From an optimization exercise on the open Yosys and OpenROAD flow, aimed at small area; shortcuts taken in it are not production practice. RTL that was checked went through simulation tests only; none was proved equivalent to the original. No functional check of the RTL was part of run 2.

==> flow/design.v (outline; a module is shown in full before it is edited, if it fits) <==
// module alu: 111 lines
// module mul33: 1145 lines
// module bpp: 3 lines
module alu #(
	parameter DATA_WIDTH = 32,
	parameter INST_WIDTH = 4
)(
	input                   i_clk,
	input                   i_rst_n,
	input  [DATA_WIDTH-1:0] i_data_a,
	input  [DATA_WIDTH-1:0] i_data_b,
	input  [INST_WIDTH-1:0] i_inst,
	input                   i_valid,
	output [DATA_WIDTH-1:0] o_data,
	output                  o_overflow,
	output                  o_valid
);
  // ...
==> flow/flow/run.sh <==
#!/bin/bash
# Standard synthesis (adders mapped as Brent-Kung), then a polarity clean-up of the synthesized netlist
# (flow/fixpol.py: removes the inverters Yosys's full-adder extraction leaves
# between full adders, choosing De Morgan duals of gates where that needs
# fewer inverters, and setting every gate to its smallest drive, which the
# resizer sizes up where timing needs it), then the standard layout from floorplan on, with the
# port buffers made of buf_2.
set -euo pipefail
R=orfs/results/sky130hd/alu/base
# SYNTH_OPERATIONS_ARGS set (to a no-op) keeps ORFS from adding its Kogge-Stone
# carry-lookahead map, so Yosys's own Brent-Kung map builds the adders
bash standard.sh 'SYNTH_OPERATIONS_ARGS=-top alu' synth > synth.log 2>&1
cp $R/1_2_yosys.v 1_2_yosys.standard.v
python3 flow/fixpol.py 1_2_yosys.standard.v $R/1_2_yosys.v --downsize > fixpol.log 2>&1
rm -f $R/1_synth.odb $R/1_synth.sdc
export BUFFER_PORTS_ARGS="-buffer_cell sky130_fd_sc_hd__buf_2"
bash standard.sh finish > layout.log 2>&1
==> flow/standard.sh <==
#!/bin/bash
# synth_recipe.tcl (not shown) runs the flow's synth.tcl, then flattens the netlist and writes it again
# the make line also repeats each setting of config.mk as NAME=value (left out here)
make -C /OpenROAD-flow-scripts/flow DESIGN_CONFIG=/design/flow/config.mk WORK_HOME=/design/flow/orfs CLKGATE_MAP_FILE= SYNTH_SCRIPT=/design/flow/synth_recipe.tcl "${@:-finish}"
==> flow/config.mk <==
export PLATFORM = sky130hd
export DESIGN_NAME = alu
export DESIGN_NICKNAME = alu
export VERILOG_FILES = /design/flow/design.v
export SDC_FILE = /design/flow/constraint.sdc
export NUM_CORES = 4
export LEC_CHECK = 0
export CAP_MARGIN = 20
export CORE_MARGIN = 2
export CORE_UTILIZATION = 40
export CTS_BUF_LIST = sky130_fd_sc_hd__clkbuf_8
export CTS_CLUSTER_DIAMETER = 300
export CTS_CLUSTER_SIZE = 40
export PLACE_DENSITY = 0.75
export SLEW_MARGIN = 20
export SYNTH_HIERARCHICAL = 1
export SYNTH_MINIMUM_KEEP_SIZE = 0
==> flow/constraint.sdc <==
create_clock -name core_clock -period 12.0 [get_ports {i_clk}]
set_input_delay 2.4000 -clock core_clock [delete_from_list [all_inputs] [get_ports {i_clk}]]
set_output_delay 2.4000 -clock core_clock [all_outputs]
set_load 0.01 [all_outputs]
Not shown: flow/flow/fixpol.py
==> summary.txt, run 1 <==
Detailed routing
  – Via count: 14800
  – Met2 wire length: roughly 28000 um
  – Metal1 wirelength: around 23000 um

Layout
  – Sequential cell area: around 850 um2
  – Number of non-clock inverters in the layout: 62
  – Number of signal-net buffers in the layout: 156
  – Multi-input gate area: between 10000 and 15000 um2
  – Nets: about 2100
  – Inserted Diodes: 1
  – Most common cell after layout, fill and taps aside: xnor2_1

Floorplan
  – Well Taps: slightly above 500
  – Die H: 199 um
  – DIE WIDTH: 199 um
  – Total core area: between 30000 and 40000 um2

Global route
  – Vias in the first global route: 15100
  – Gr usage total: around 31%
  – Layer with the highest usage: met2

STA
  – Worst hold slack: ~2.2 ns
  – Final max-slew violation count: 0
  – Setup_tns: 0 ns
  – Final setup viols: 0

Worst setup path
  – Crit-path max cell delay: ~0.82 ns
  – CP Depth: 29
  – Critical path endpoint: o_data_r[0]

Place
  – Pre-CTS setup slack: ~0.83 ns
  – Inst Count DP: 2215

Run status
  – Status: complete, no violations

Clock tree
  – Buffer count from post-CTS setup fixing: 0
  – CTS tree: yes
==> run 2: changes to the inputs <==
--- a/flow/design.v
+++ b/flow/design.v
@@ -1204,56 +1204,48 @@
 	wire hs481 = pp_0_0 ^ bn0;
 	wire hc482 = pp_0_0 & bn0;
 	wire hs483 = pp_0_1 ^ hc482;
 	wire hc484 = pp_0_1 & hc482;
 	wire fs485 = bn1 ^ hs421 ^ hc484;
 	wire fc486 = (bn1 & hs421) | (bn1 & hc484) | (hs421 & hc484);
 	wire fs487 = hc422 ^ hs423 ^ fc486;
 	wire fc488 = (hc422 & hs423) | (hc422 & fc486) | (hs423 & fc486);
-	wire fs489 = hc424 ^ fs425 ^ fc488;
-	wire fc490 = (hc424 & fs425) | (hc424 & fc488) | (fs425 & fc488);
-	wire fs491 = fc426 ^ fs427 ^ fc490;
-	wire fc492 = (fc426 & fs427) | (fc426 & fc490) | (fs427 & fc490);
-	wire fs493 = fc428 ^ fs429 ^ fc492;
-	wire fc494 = (fc428 & fs429) | (fc428 & fc492) | (fs429 & fc492);
-	wire fs495 = fc430 ^ fs431 ^ fc494;
-	wire fc496 = (fc430 & fs431) | (fc430 & fc494) | (fs431 & fc494);
-	wire [23:0] fx = {fc478, fc476, fc474, fc472, fc470, fc468, fc466, fc464, fc462, fc460, fc458, fc456, fc454, fc452, fc450, fc448, fc446, fc444, fc442, fc440, fc438, fc436, fc434, fc432};
-	wire [23:0] fy = {fs479, fs477, fs475, fs473, fs471, fs469, fs467, fs465, fs463, fs461, fs459, fs457, fs455, fs453, fs451, fs449, fs447, fs445, fs443, fs441, fs439, fs437, fs435, fs433};
-	wire [24:0] fsum = fx + fy + fc496;
+	wire [27:0] fx = {fc478, fc476, fc474, fc472, fc470, fc468, fc466, fc464, fc462, fc460, fc458, fc456, fc454, fc452, fc450, fc448, fc446, fc444, fc442, fc440, fc438, fc436, fc434, fc432, fc430, fc428, fc426, hc424};
+	wire [27:0] fy = {fs479, fs477, fs475, fs473, fs471, fs469, fs467, fs465, fs463, fs461, fs459, fs457, fs455, fs453, fs451, fs449, fs447, fs445, fs443, fs441, fs439, fs437, fs435, fs433, fs431, fs429, fs427, fs425};
+	wire [28:0] fsum = fx + fy + fc488;
 	assign p[0] = hs481;
 	assign p[1] = hs483;
 	assign p[2] = fs485;
 	assign p[3] = fs487;
-	assign p[4] = fs489;
-	assign p[5] = fs491;
-	assign p[6] = fs493;
-	assign p[7] = fs495;
-	assign p[8] = fsum[0];
-	assign p[9] = fsum[1];
-	assign p[10] = fsum[2];
-	assign p[11] = fsum[3];
-	assign p[12] = fsum[4];
-	assign p[13] = fsum[5];
-	assign p[14] = fsum[6];
-	assign p[15] = fsum[7];
-	assign p[16] = fsum[8];
-	assign p[17] = fsum[9];
-	assign p[18] = fsum[10];
-	assign p[19] = fsum[11];
-	assign p[20] = fsum[12];
-	assign p[21] = fsum[13];
-	assign p[22] = fsum[14];
-	assign p[23] = fsum[15];
-	assign p[24] = fsum[16];
-	assign p[25] = fsum[17];
-	assign p[26] = fsum[18];
-	assign p[27] = fsum[19];
-	assign p[28] = fsum[20];
-	assign p[29] = fsum[21];
-	assign p[30] = fsum[22];
-	assign p[31] = fsum[23];
-	assign p[32] = (pp_0_32 ^ pp_1_30 ^ pp_2_28 ^ pp_3_26 ^ pp_4_24 ^ pp_5_22 ^ pp_6_20 ^ pp_7_18 ^ pp_8_16 ^ pp_9_14 ^ pp_10_12 ^ pp_11_10 ^ pp_12_8 ^ pp_13_6 ^ pp_14_4 ^ pp_15_2 ^ pp_16_0 ^ bn16 ^ fc34 ^ fc36 ^ fc38 ^ hc40 ^ fc138 ^ fc140 ^ fc142 ^ fc144 ^ fc260 ^ fc262 ^ fc264 ^ fc362 ^ fc364 ^ fc420 ^ fc480 ^ fsum[24]);
+	assign p[4] = fsum[0];
+	assign p[5] = fsum[1];
+	assign p[6] = fsum[2];
+	assign p[7] = fsum[3];
+	assign p[8] = fsum[4];
+	assign p[9] = fsum[5];
+	assign p[10] = fsum[6];
+	assign p[11] = fsum[7];
+	assign p[12] = fsum[8];
+	assign p[13] = fsum[9];
+	assign p[14] = fsum[10];
+	assign p[15] = fsum[11];
+	assign p[16] = fsum[12];
+	assign p[17] = fsum[13];
+	assign p[18] = fsum[14];
+	assign p[19] = fsum[15];
+	assign p[20] = fsum[16];
+	assign p[21] = fsum[17];
+	assign p[22] = fsum[18];
+	assign p[23] = fsum[19];
+	assign p[24] = fsum[20];
+	assign p[25] = fsum[21];
+	assign p[26] = fsum[22];
+	assign p[27] = fsum[23];
+	assign p[28] = fsum[24];
+	assign p[29] = fsum[25];
+	assign p[30] = fsum[26];
+	assign p[31] = fsum[27];
+	assign p[32] = (pp_0_32 ^ pp_1_30 ^ pp_2_28 ^ pp_3_26 ^ pp_4_24 ^ pp_5_22 ^ pp_6_20 ^ pp_7_18 ^ pp_8_16 ^ pp_9_14 ^ pp_10_12 ^ pp_11_10 ^ pp_12_8 ^ pp_13_6 ^ pp_14_4 ^ pp_15_2 ^ pp_16_0 ^ bn16 ^ fc34 ^ fc36 ^ fc38 ^ hc40 ^ fc138 ^ fc140 ^ fc142 ^ fc144 ^ fc260 ^ fc262 ^ fc264 ^ fc362 ^ fc364 ^ fc420 ^ fc480 ^ fsum[28]);
 endmodule
 module bpp (input one, input two, input neg, input aj, input aj1, output y);
 	assign y = ((one & aj) | (two & aj1)) ^ neg;
 endmodule
==> run 2 against run 1 <==
Die area is 0.88% higher. Synthesized cell count rose by 0.90%. Sequential share of layout area hardly changed. First-iteration DRC count rose by 18%. Setup slack improved by 0.38 ns. Critical path depth unchanged. Critical path type unchanged. Largest cell class unchanged.
==> summary.txt, run 2 <==
Worst setup path
  – Setup crit start kind: input port
  – Crit-path max cell delay: 0.70 ns (-0.12 ns)
  – Worst EP required: roughly 12 ns
  – CP dominant cell by count: fa_1
  – Crit path DAT: between 10 and 15 ns
  – CP endpoint kind: register
  – Max Fanout on Critical Path: 32
  – Setup CP Type: in2reg
  – CP max stage cell: mux2_2

Layout
  – Fin util: roughly 45%
  – Most flops, register: o_data_r
  – Sequential cell area: 851 um2 (unchanged)
  – Number of flip-flops in the largest register: 32
  – Nets: 2112 (+0.72%)
  – Largest registers: o_data_r: 32 flops, o_overflow_r: 1 flops, o_valid_r: 1 flops
  – Most frequent cells in the layout: xnor2_1, a22oi_1, fa_1, buf_2, nand2_1
  – Layout area overhead: 11.2%
  – Most common cell after layout, fill and taps aside: xnor2_1
  – Layout Cells excl Fill: 2239
  – Fillers: about 3600
  – Multi-input gate area: 14300 um2 (+0.95%)
  – Share of layout cells above drive strength 1: approximately 14%

Yosys
  – Syn avg cell area: between 9 and 10 um2
  – Synth Instances: around 1600
  – Syn nets: 1950
  – Netlist Area Pre-Place: between 15000 and 20000 um2
  – Synth Warn #: 7

Clock tree
  – CTS tree: yes
  – Root Buffer Master: clkbuf_8
  – CTS Hold Bufs: 0
  – Max Root-Sink Buffers: 2
  – Post-cts sizing count: 0
  – TritonCTS buffer count: 5
  – H-tree depth: 2
  – Clk slew on worst S/H paths: approximately 0.09 ns
  – Buffer count from post-CTS setup fixing: 0 (unchanged)
  – Clk sinks: 34

STA
  – Relative slew margins: roughly a fifth
  – Tmin final: around 11 ns
  – Hold Fails Final Rpt: 0
  – Final max-slew violation count: 0 (unchanged)
  – RSZ-0062 raised after global routing: no
  – Worst Tran Pin Value: approximately 1.2 ns
  – Setup_tns: 0 ns (unchanged)
  – Final period utilization: between 80% and 90%
  – Final setup viols: 0 (unchanged)
  – Fmax: approximately 95 MHz

Place
  – Port bufs: approximately 100
  – Inst Count DP: 2228 (+0.59%)
  – GPL Wtd Cong: between 0.9 and 1
  – HPWL Detailed: around 43000 um

Global route
  – GRT met2 Usage: 47.2%
  – Layer with the highest usage: met2
  – Gr usage total: 30.6% (-0.42 points)
  – Grt ovf: 0
  – M3 GR Usage: between 6 and 7%
  – First-pass GRT wire length: approximately 93000 um
  – Largest net degree at the start of global routing: 39
  – Antenna violations before repair: 4
  – Grt met1 use: between 40% and 50%
  – Vias in the first global route: 15700 (+3.7%)

Floorplan
  – Floorplan row count: approximately 70
  – Total core area: 37700 um2 (+0.47%)
  – Die H: 200 um (+0.44%)
  – Die area: around 40000 um2
  – DIE WIDTH: 200 um (+0.44%)
  – Total I/O pin count: around 110
  – Initial Util: around two fifths

Detailed routing
  – WL final: between 50000 and 60000 um
  – WL/cell: 26.8 um
  – Initial DRC count: approximately 2100
  – Antenna viol nets, final: 0
  – Via count: 14900 (+1.0%)
  – DRC viols: 0
  – Pre-antenna DRT Iters: 8
  – Via-per-instance ratio: ~6.7

Run
  – Max-cap viol count: 0

Hold path
  – Hold Path Class: in2async

Run status
  – Status: complete, no violations
## run 2: critical path: cells and delay by family
family | cells | cell delay, ns
buffers and inverters | 1 | 0.24
AOI/OAI and AO/OA | 11 | 2.42
xor gates and xnor gates | 1 | 0.18
muxes | 1 | 0.70
adders and majority gates | 10 | 4.11
and+or+nand+nor | 5 | 0.67
## run 2: how the worst max path moves through the flow
| stage | startpoint | endpoint | slack, ns | cells after the start |
|---|---|---|---|---|
| 2_1_floorplan | i_inst[0] | o_data_r[0] | 0.96 | 25 |
| 3_3_place_gp | i_inst[3] | o_data_r[0] | 1.36 | 29 |
| 3_5_place_dp | i_inst[3] | o_data_r[0] | 1.21 | 29 |
| 4_1_cts | i_inst[3] | o_data_r[0] | 1.50 | 29 |
| 5_1_grt | i_inst[3] | o_data_r[0] | 1.00 | 29 |
| 6_report | i_inst[3] | o_data_r[0] | 1.46 | 29 |
## run 2: metrics by stage
step           hold slack, ns  area (um2)  worst slack, ns
2_1_floorplan            2.10       15300            0.959
4_1_cts                  2.22       17000             1.50
6_report                 2.19       17000             1.46
5_1_grt                  2.24       17000             1.00
3_3_place_gp             2.57       16900             1.36
3_5_place_dp             2.58       16900             1.21
## run 2: routing by layer
| metal | part of all wire (%) | wire [um] |
|---|---|---|
| met5 | 0.012 | 7 |
| met1 | 38 | 22800 |
| met3 | 12 | 7300 |
| met4 | 5.3 | 3190 |
| met2 | 45 | 26700 |
## run 2: area by class of cell
class	instances	share of cell area, %
flip-flops and latches	34	5.00
diodes	3	0.0441
clock buffers	5	0.404
repair buffers	155	5.30
well taps	511	3.75
clock inverters	3	0.103
multi-input cells	1469	84.1
inverters	59	1.30

## port drivers added, routing unchanged
No port has a modelled driver above. Below, the same layouts with a new extraction and two added sets of constraints.
Step 1 (the two cells are an assumption about what drives the block):
set clk [get_ports {i_clk}]
set_driving_cell -lib_cell sky130_fd_sc_hd__clkbuf_16 $clk
set_driving_cell -lib_cell sky130_fd_sc_hd__buf_2 [delete_from_list [all_inputs] $clk]
Step 2, shift: input delay + t, output delay - t, t = (earliest + latest rising clock arrival at the registers) / 2. This alone moves slack from input paths to output paths.
Slacks: ideal / step 1 / step 2; pairs: ideal / step 1.
| run | shift t [ns] | setup slack, ns | worst register clock-pin slew, ns |
|---|---|---|---|
| run 1 | 0.356 | 1.075 / 1.089 / 0.733 | 0.08 / 0.08 |
| run 2 | 0.357 | 1.457 / 1.465 / 1.108 | 0.09 / 0.09 |
After both steps setup and hold are still met in every run listed. The setup slack of run 2, which loses most, moves by +0.008 ns with the drivers and by -0.349 ns with both steps.
